Background: an optimization exercise with open tools, aiming at small area, a short achievable clock period and few clock cycles per item. Do not read the settings as production practice.
Function was checked by simulation only, so behaviour that the tests miss may differ from the original.
No activity file was given, so power comes from the tool's default toggle rates.

Setup of exp/delta:
Design non_restoring_divider, start of the top module:
module non_restoring_divider #(
    parameter DATA_WIDTH = 32
) (
    input  logic                    clk_i,
    input  logic                    clk_en_i,
    input  logic                    rst_n_i,
    input  logic [DATA_WIDTH - 1:0] dividend_i,
    input  logic [DATA_WIDTH - 1:0] divisor_i,
    input  logic                    data_valid_i,
    output logic [DATA_WIDTH - 1:0] quotient_o,
    output logic [DATA_WIDTH - 1:0] remainder_o,
    output logic                    divide_by_zero_o,
    output logic                    data_valid_o,
    output logic                    idle_o
);
Size in the first run: about 100 flip-flops, ~140 I/O pins, about 0.0064 mm^2 of cells after synthesis.
export LEC_CHECK = 0
export CAP_MARGIN = 20
export CORE_MARGIN = 2
export CORE_UTILIZATION = 40
export SETUP_SLACK_MARGIN = 2.0
export SLEW_MARGIN = 20
create_clock -name core_clock -period 6.0 [get_ports {clk_i}]
standard.sh (not shown) runs the stock make flow with config.mk's settings and CLKGATE_MAP_FILE= SYNTH_SCRIPT=/design/flow/synth_recipe.tcl, a recipe that flattens the netlist after the stock synthesis.
==> flow/flow/run.sh <==
#!/bin/bash
# Standard ORFS layout, but with small buffers on the ports instead of the
# default delay-cell buffers (repair may still upsize them).
set -euo pipefail
export BUFFER_PORTS_ARGS="-buffer_cell sky130_fd_sc_hd__buf_1"
bash standard.sh > standard.log 2>&1
Testbench counts of exp/delta, summed over its fixed seeds: cycles 167,768, divisions 8,000.
The following lists how exp/raven was set up differently from exp/delta:
==> flow/flow/run.sh <==
#!/bin/bash
# Standard ORFS layout (the standard.sh), with small buffers on the
# ports instead of the default delay-cell buffers (repair may still upsize
# them). ORFS writes each step's log under orfs/logs; make's own output goes
# to standard.log here.
set -euo pipefail
export BUFFER_PORTS_ARGS="-buffer_cell sky130_fd_sc_hd__buf_1"

bash standard.sh > standard.log 2>&1
--- a/flow/config.mk
+++ b/flow/config.mk
@@ -10,3 +10,4 @@
 export CORE_UTILIZATION = 40
-export SETUP_SLACK_MARGIN = 2.0
+export CTS_BUF_LIST = sky130_fd_sc_hd__clkbuf_8
+export SETUP_SLACK_MARGIN = 2.6
 export SLEW_MARGIN = 20
Notes after the runs:
In terms of sequential share of cell area, exp/raven and exp/delta differ only marginally. In the flow results for exp/delta and exp/raven, the sequential fraction of design power is smaller on exp/delta. Against exp/delta, exp/raven reports a longest individual stage delay on the worst path that is lower.
> inputs changed (exp/raven -> exp/nickel)
==> flow/run.sh (new file) <==
#!/bin/bash
# synth_recipe.tcl (not shown) runs the flow's synth.tcl, then flattens the netlist and writes it again
# the make line also repeats each setting of config.mk as NAME=value (left out here)
make -C /OpenROAD-flow-scripts/flow DESIGN_CONFIG=/design/flow/config.mk WORK_HOME=/design/flow/orfs CLKGATE_MAP_FILE= SYNTH_SCRIPT=/design/flow/synth_recipe.tcl finish
--- a/flow/config.mk
+++ b/flow/config.mk
@@ -10,4 +10,3 @@
 export CORE_UTILIZATION = 40
-export CTS_BUF_LIST = sky130_fd_sc_hd__clkbuf_8
-export SETUP_SLACK_MARGIN = 2.6
+export SETUP_SLACK_MARGIN = 2.5
 export SLEW_MARGIN = 20
removed: flow/flow/run.sh
removed: flow/standard.sh
==> comparison <==
Between exp/nickel and exp/raven, the proportion of synthesized area in mux cells does not differ in any meaningful way.
From exp/nickel to exp/raven, area after synthesis did not move at all.
Met3 routed wirelength (exp/nickel vs. exp/raven) decreases by a little under 10%
Summary: with exp/raven as the reference, non-clock buffer count in exp/nickel moved up by a few percent.
Against exp/raven, exp/nickel comes in about 1% higher on routed via count divided by cell count.
exp/raven -> exp/nickel: total length of routed wires increased by a few percent
In terms of final standard cell count with taps included and fillers excluded, exp/nickel and exp/raven differ only marginally.
exp/raven → exp/nickel: adder and majority cell fraction of the synthesized area comparable; proportion of cell area spent on the clock network now larger.
[exp/nickel] maximum fanout along the worst path fell 7 relative to exp/raven
diff inputs: exp/nickel => exp/zinc
==> flow/flow/run.sh (new file) <==
#!/bin/bash
# Standard ORFS layout, but with small buffers on the ports instead of the
# default delay-cell buffers (repair may still upsize them).
set -euo pipefail
export BUFFER_PORTS_ARGS="-buffer_cell sky130_fd_sc_hd__buf_2"
bash standard.sh > standard.log 2>&1
==> flow/standard.sh (new file) <==
#!/bin/bash
# synth_recipe.tcl (not shown) runs the flow's synth.tcl, then flattens the netlist and writes it again
# the make line also repeats each setting of config.mk as NAME=value (left out here)
make -C /OpenROAD-flow-scripts/flow DESIGN_CONFIG=/design/flow/config.mk WORK_HOME=/design/flow/orfs CLKGATE_MAP_FILE= SYNTH_SCRIPT=/design/flow/synth_recipe.tcl "${@:-finish}"
removed: flow/run.sh
[summary]
exp/zinc vs exp/nickel: power dissipated in the clock network down by a few percent. Relative to exp/nickel, the fraction of standard cell area in multi-input logic of exp/zinc is higher by 2.4 points. Compared with exp/nickel, in exp/zinc worst hold slack after final layout roughly the same, fmax higher. Summary of exp/zinc over exp/nickel: routed wire length shrank by 3.4%, sequential power saw little to no change. exp/nickel → exp/zinc: number of clock buffers in the layout went up 1, net switching power figure went down about 4%, worst relative slew slack went up 7.6 points.

* * *

Setup of cedar:
The RTL this note starts from:
==> flow/design.v <==
module non_restoring_divider #(
    parameter DATA_WIDTH = 32
) (
    input  logic                    clk_i,
    input  logic                    clk_en_i,
    input  logic                    rst_n_i,
    input  logic [DATA_WIDTH - 1:0] dividend_i,
    input  logic [DATA_WIDTH - 1:0] divisor_i,
    input  logic                    data_valid_i,
    output logic [DATA_WIDTH - 1:0] quotient_o,
    output logic [DATA_WIDTH - 1:0] remainder_o,
    output logic                    divide_by_zero_o,
    output logic                    data_valid_o,
    output logic                    idle_o
);
    logic [31:0] divisor_q, rem_q, quo_q;
    logic [4:0]  cnt_q;
    logic        busy_q, valid_q, dbz_q;
    logic [1:0] skip;
    always_comb begin
        if      (|divisor_i[31:24]) skip = 2'd3;
        else if (|divisor_i[23:16]) skip = 2'd2;
        else if (|divisor_i[15:8])  skip = 2'd1;
        else                        skip = 2'd0;
    end
    logic [63:0] init;
    assign init = {32'b0, dividend_i} << {skip, 3'b000};
    logic [32:0] trial;
    logic [32:0] diff;
    logic        borrow;
    assign trial = {rem_q, quo_q[31]};
    assign {borrow, diff} = {1'b0, trial} - {2'b00, divisor_q};
    logic start;
    assign start = !busy_q && data_valid_i;
    always_ff @(posedge clk_i) begin
        if (!rst_n_i) begin
            busy_q  <= 1'b0;
            valid_q <= 1'b0;
        end else if (clk_en_i) begin
            valid_q <= busy_q && (cnt_q == 5'd0);
            if (busy_q)
                busy_q <= (cnt_q != 5'd0);
            else
                busy_q <= data_valid_i;
        end
    end
    always_ff @(posedge clk_i) begin
        if (clk_en_i) begin
            if (!busy_q) begin
                divisor_q      <= divisor_i;
                {rem_q, quo_q} <= init;
                cnt_q          <= {~skip, 3'b111};
                dbz_q          <= (divisor_i == 32'b0);
            end else if (busy_q) begin
                rem_q <= borrow ? trial[31:0] : diff[31:0];
                quo_q <= {quo_q[30:0], !borrow};
                cnt_q <= cnt_q - 5'd1;
            end
        end
    end
    assign quotient_o       = quo_q;
    assign remainder_o      = rem_q;
    assign divide_by_zero_o = dbz_q;
    assign data_valid_o     = valid_q;
    assign idle_o           = !busy_q;
endmodule
Settings: LEC_CHECK=0, CAP_MARGIN=20, CORE_MARGIN=2, CORE_UTILIZATION=60, SETUP_SLACK_MARGIN=2.5, SLEW_MARGIN=20; clock period 6.0 ns.
==> flow/flow/run.sh <==
#!/bin/bash
# Standard ORFS layout, but with small buffers on the ports instead of the
# default delay-cell buffers (repair may still upsize them).
set -euo pipefail
export BUFFER_PORTS_ARGS="-buffer_cell sky130_fd_sc_hd__buf_1"
bash standard.sh > standard.log 2>&1
Testbench counts of cedar, summed over its fixed seeds: cycles 167,768, divisions 8,000.
What sierra does differently from cedar at the input level:
==> flow/flow/run.sh <==
#!/bin/bash
# Standard ORFS layout (the standard.sh), with small buffers on the
# ports instead of the default delay-cell buffers (repair may still upsize
# them). ORFS writes each step's log under orfs/logs; make's own output goes
# to standard.log here.
set -euo pipefail
export BUFFER_PORTS_ARGS="-buffer_cell sky130_fd_sc_hd__buf_1"
export RECOVER_POWER=100
bash standard.sh > standard.log 2>&1
-- flow/config.mk --
<<< cedar, line 8
export CAP_MARGIN = 20
export CORE_MARGIN = 2
export CORE_UTILIZATION = 60
export SETUP_SLACK_MARGIN = 2.5
export SLEW_MARGIN = 20
>>> sierra, line 8
export CAP_MARGIN = 20
export CORE_MARGIN = 2
export CORE_UTILIZATION = 40
export CTS_BUF_LIST = sky130_fd_sc_hd__clkbuf_8
export SETUP_SLACK_MARGIN = 2.9
export SLEW_MARGIN = 20
--- outcome ---
- STATUS run=sierra STAGES=ALL_DONE FINAL_CHECKS=FAILED CAUSE=capacitance limit, slew limit
- Per the comparison of sierra with cedar, register-to-register slack went down 0.50 ns; wire length has increased; time the final worst path needs with I/O delays and setup increased by 0.63 ns relative to the old numbers.
- Looking at sequential share of layout area, sierra sits below cedar.
- Relative to cedar, all-layer global routing usage has gone down in sierra.
- Changes observed in sierra relative to cedar: x dimension of the die moved up, layout cell share with drive strength beyond 1 went up by 1.8 points, worst setup slack decreased by 0.63 ns relative to the old numbers, overall power consumption shows an increase of 3.1%.
For ember, these inputs were changed with respect to sierra:
-- flow/flow/run.sh --
<<< sierra, line 6
set -euo pipefail
export BUFFER_PORTS_ARGS="-buffer_cell sky130_fd_sc_hd__buf_1"
export RECOVER_POWER=100
bash standard.sh > standard.log 2>&1
>>> ember, line 6
set -euo pipefail
export BUFFER_PORTS_ARGS="-buffer_cell sky130_fd_sc_hd__buf_1"

bash standard.sh > standard.log 2>&1
-- flow/config.mk --
<<< sierra, line 8
export CAP_MARGIN = 20
export CORE_MARGIN = 2
export CORE_UTILIZATION = 40
export CTS_BUF_LIST = sky130_fd_sc_hd__clkbuf_8
export SETUP_SLACK_MARGIN = 2.9
export SLEW_MARGIN = 20
>>> ember, line 8
export CAP_MARGIN = 20
export CORE_MARGIN = 2
export CORE_UTILIZATION = 70
export CTS_BUF_LIST = sky130_fd_sc_hd__clkbuf_8
export SETUP_SLACK_MARGIN = 2.7
export SLEW_MARGIN = 20
==> comparison <==
In summary, ember completed successfully, with a layout that passed the timing, DRC and antenna checks.
The met3 usage of sierra and that of ember are within noise of each other.
Proportion of cell area spent on the clock network across ember and sierra: no real change.
Compared with sierra, in ember final standard cell utilization of the core up 35 points; number of instances in the placed design down about 11%.
Number of buffers inserted to repair setup after CTS on ember is down relative to sierra.
On core region area: between ember and sierra, it ends up lower for ember.
Combined area of the multi-input logic cells for ember is lower than for sierra.
Input-level comparison between maple and ember:
-- flow/config.mk --
<<< ember, line 8
export CAP_MARGIN = 20
export CORE_MARGIN = 2
export CORE_UTILIZATION = 70
export CTS_BUF_LIST = sky130_fd_sc_hd__clkbuf_8
export SETUP_SLACK_MARGIN = 2.7
export SLEW_MARGIN = 20
>>> maple, line 8
export CAP_MARGIN = 20
export CORE_MARGIN = 2
export CORE_UTILIZATION = 40
export CTS_BUF_LIST = sky130_fd_sc_hd__clkbuf_8
export GPL_ROUTABILITY_DRIVEN = 0
export SETUP_SLACK_MARGIN = 2.7
export SLEW_MARGIN = 20
## What came out
- Of ember and maple, maple shows the lower power attributed to the clock group, with ember above it.
- maple vs. ember: die outline area increased by about 70% relative to the old numbers, critical path required time now sits lower.
- Re post-synthesis to final-layout area growth: ember and maple aren't equal, and the lower value belongs to ember.
- ember → maple: switching power total stayed essentially flat; area of the core region shows an increase of about 80%; worst path arrival time fell by 0.09 ns.
- From ember to maple the numbers moved as follows: net switching fraction of the power shows an increase of 0.68 points; global-route track usage on met3 moved down; logic gate share of total power flat.

* * *

run 1:
// non_restoring_divider: RTL as listed in full above, without the edits since
==> flow/config.mk <==
export PLATFORM = sky130hd
export DESIGN_NAME = non_restoring_divider
export DESIGN_NICKNAME = non_restoring_divider
export VERILOG_FILES = /design/flow/design.v
export SDC_FILE = /design/flow/constraint.sdc
export NUM_CORES = 4
export LEC_CHECK = 0
export CAP_MARGIN = 20
export CORE_MARGIN = 2
export CORE_UTILIZATION = 40
export CTS_BUF_LIST = sky130_fd_sc_hd__clkbuf_8
export SETUP_SLACK_MARGIN = 2.7
export SLEW_MARGIN = 20
==> flow/constraint.sdc <==
create_clock -name core_clock -period 6.0 [get_ports {clk_i}]
set_input_delay 1.2000 -clock core_clock [delete_from_list [all_inputs] [get_ports {clk_i}]]
set_output_delay 1.2000 -clock core_clock [all_outputs]
set_load 0.01 [all_outputs]
==> flow/flow/run.sh <==
#!/bin/bash
# Standard ORFS layout (the standard.sh), with small buffers on the
# ports instead of the default delay-cell buffers (repair may still upsize
# them). ORFS writes each step's log under orfs/logs; make's own output goes
# to standard.log here.
set -euo pipefail
export BUFFER_PORTS_ARGS="-buffer_cell sky130_fd_sc_hd__buf_1"
export ADDER_MAP_FILE=
bash standard.sh > standard.log 2>&1
Testbench counts of run 1, summed over its fixed seeds: cycles 167,768, divisions 8,000.
diff inputs: run 1 => run 2
Settings: a deleted CTS_BUF_LIST that had been sky130_fd_sc_hd__clkbuf_8; a change of SETUP_SLACK_MARGIN from 2.7 to 2.5.
==> flow/flow/run.sh <==
#!/bin/bash
# Standard ORFS layout, but with small buffers on the ports instead of the
# default delay-cell buffers (repair may still upsize them).
set -euo pipefail
export BUFFER_PORTS_ARGS="-buffer_cell sky130_fd_sc_hd__buf_1"
bash standard.sh > standard.log 2>&1
Findings:
Fmax was higher in run 2 than in run 1. Initial standard-cell utilization of the core is higher on run 1. Per the comparison of run 2 with run 1, met2 wirelength from detailed routing fell by 11%, all-layer global routing usage shows a reduction of 1.2 points, synthesized net count picked up an extra 23.
The inputs of run 3 differ from those of run 2 as listed below.
Settings: SETUP_SLACK_MARGIN now 2.7, was 2.5; SLEW_MARGIN now 5, was 20; CTS_BUF_LIST now sky130_fd_sc_hd__clkbuf_8, previously not set; CAP_MARGIN now 5, was 20.
==> flow/flow/run.sh <==
#!/bin/bash
# Standard ORFS layout (the standard.sh), with small buffers on the
# ports instead of the default delay-cell buffers (repair may still upsize
# them). ORFS writes each step's log under orfs/logs; make's own output goes
# to standard.log here.
set -euo pipefail
export BUFFER_PORTS_ARGS="-buffer_cell sky130_fd_sc_hd__buf_1"

bash standard.sh > standard.log 2>&1
Results
[compare] base=run 2 new=run 3: layout-stage area growth over the synthesis result fell 0.16 points, worst setup margin now sits higher, finished layout cell area shows no meaningful change, number of optimization iterations in the first detailed-route pass has increased, first-pass GRT wire length dropped about 0.5%.
From run 2 to run 3 the numbers moved as follows: overall power consumption dropped about 10%, worst-case register-to-register setup slack grew by 170 ps.
Run 3 ended up with divisor_i[13] as its critical path startpoint; run 2 ended up with divisor_i[25].
Inputs modified between run 3 and run 4:
Settings: swapping 5 for 20 in SLEW_MARGIN; swapping 5 for 20 in CAP_MARGIN.
==> flow/flow/run.sh <==
#!/bin/bash
# Standard ORFS layout (the standard.sh) with two changes:
#  - small buffers on the ports instead of the default delay-cell buffers
#    (repair may still upsize them);
#  - synthesis maps the combinational logic with flow/abc.script in place of
#    ORFS's abc_speed.script (flip-flop mapping is unchanged, so the
#    registers keep the standard synthesis's names and cell types).
# ORFS writes each step's log under orfs/logs; make's output goes to
# standard.log here.
set -euo pipefail
rm -rf scripts_mod
cp -r "$FLOW_HOME/scripts" scripts_mod
cp flow/abc.script scripts_mod/abc_speed.script
export SCRIPTS_DIR="$PWD/scripts_mod"
export BUFFER_PORTS_ARGS="-buffer_cell sky130_fd_sc_hd__buf_1"
bash standard.sh > standard.log 2>&1
==> flow/flow/abc.script (new file) <==
&get -n
&st
&dch -f
&nf -p
&put
buffer -c
topo
stime -c
upsize -c
dnsize -c
Max overall via count from detail_route across run 4 and run 3: run 4
Relative contribution of sequential cells to total power is higher on run 3
Run 4 has time the final worst path needs with I/O delays and setup above what run 3 had.
Power density over the cells of run 4 exceeds that of run 3 slightly.

## what the ideal ports hide
The flow's constraints put no driver on any port. The routed layouts listed below were extracted and timed again, unchanged, in two steps. Step 1: set_driving_cell puts a clkbuf_16 on clk_i and a buf_2 on each other input, an assumption about the parent block. Step 2 also shifts input and output timing later by t, the mid clock arrival at the registers, as if the neighbouring blocks saw the same clock. a / b / c = ideal ports / drivers / drivers and shift; a / b = the first two.
| run | t, ns | slack for setup (ns) | worst hold slack (ns) | clock arrival spread, ns |
|---|---|---|---|---|
| exp/delta | 0.399 | 2.226 / 2.245 / 1.845 | 0.561 / 0.561 / 0.561 | 0.015 / 0.015 |
| exp/raven | 0.422 | 2.691 / 2.708 / 2.285 | 0.566 / 0.566 / 0.566 | 0.020 / 0.021 |
| exp/nickel | 0.393 | 2.541 / 2.560 / 2.168 | 0.562 / 0.562 / 0.562 | 0.011 / 0.011 |
| exp/zinc | 0.397 | 2.641 / 2.660 / 2.263 | 0.564 / 0.564 / 0.564 | 0.014 / 0.014 |
| cedar | 0.425 | 2.651 / 2.664 / 2.240 | 0.561 / 0.561 / 0.561 | 0.011 / 0.011 |
| sierra | 0.425 | 2.020 / 2.032 / 1.607 | 0.576 / 0.576 / 0.576 | 0.023 / 0.023 |
| ember | 0.399 | 2.748 / 2.748 / 2.390 | 0.548 / 0.548 / 0.548 | 0.018 / 0.017 |
| maple | 0.430 | 2.800 / 2.770 / 2.389 | 0.568 / 0.568 / 0.568 | 0.024 / 0.024 |
| run 1 | 0.421 | 2.446 / 2.446 / 2.310 | 0.578 / 0.578 / 0.578 | 0.013 / 0.012 |
| run 2 | 0.400 | 2.709 / 2.710 / 2.321 | 0.556 / 0.556 / 0.556 | 0.017 / 0.016 |
| run 3 | 0.430 | 2.800 / 2.770 / 2.389 | 0.568 / 0.568 / 0.568 | 0.024 / 0.024 |
| run 4 | 0.421 | 2.747 / 2.747 / 2.374 | 0.569 / 0.569 / 0.569 | 0.015 / 0.016 |
For sierra, which loses most, drivers alone change the setup slack by +0.012 ns; drivers and shift together by -0.413 ns.
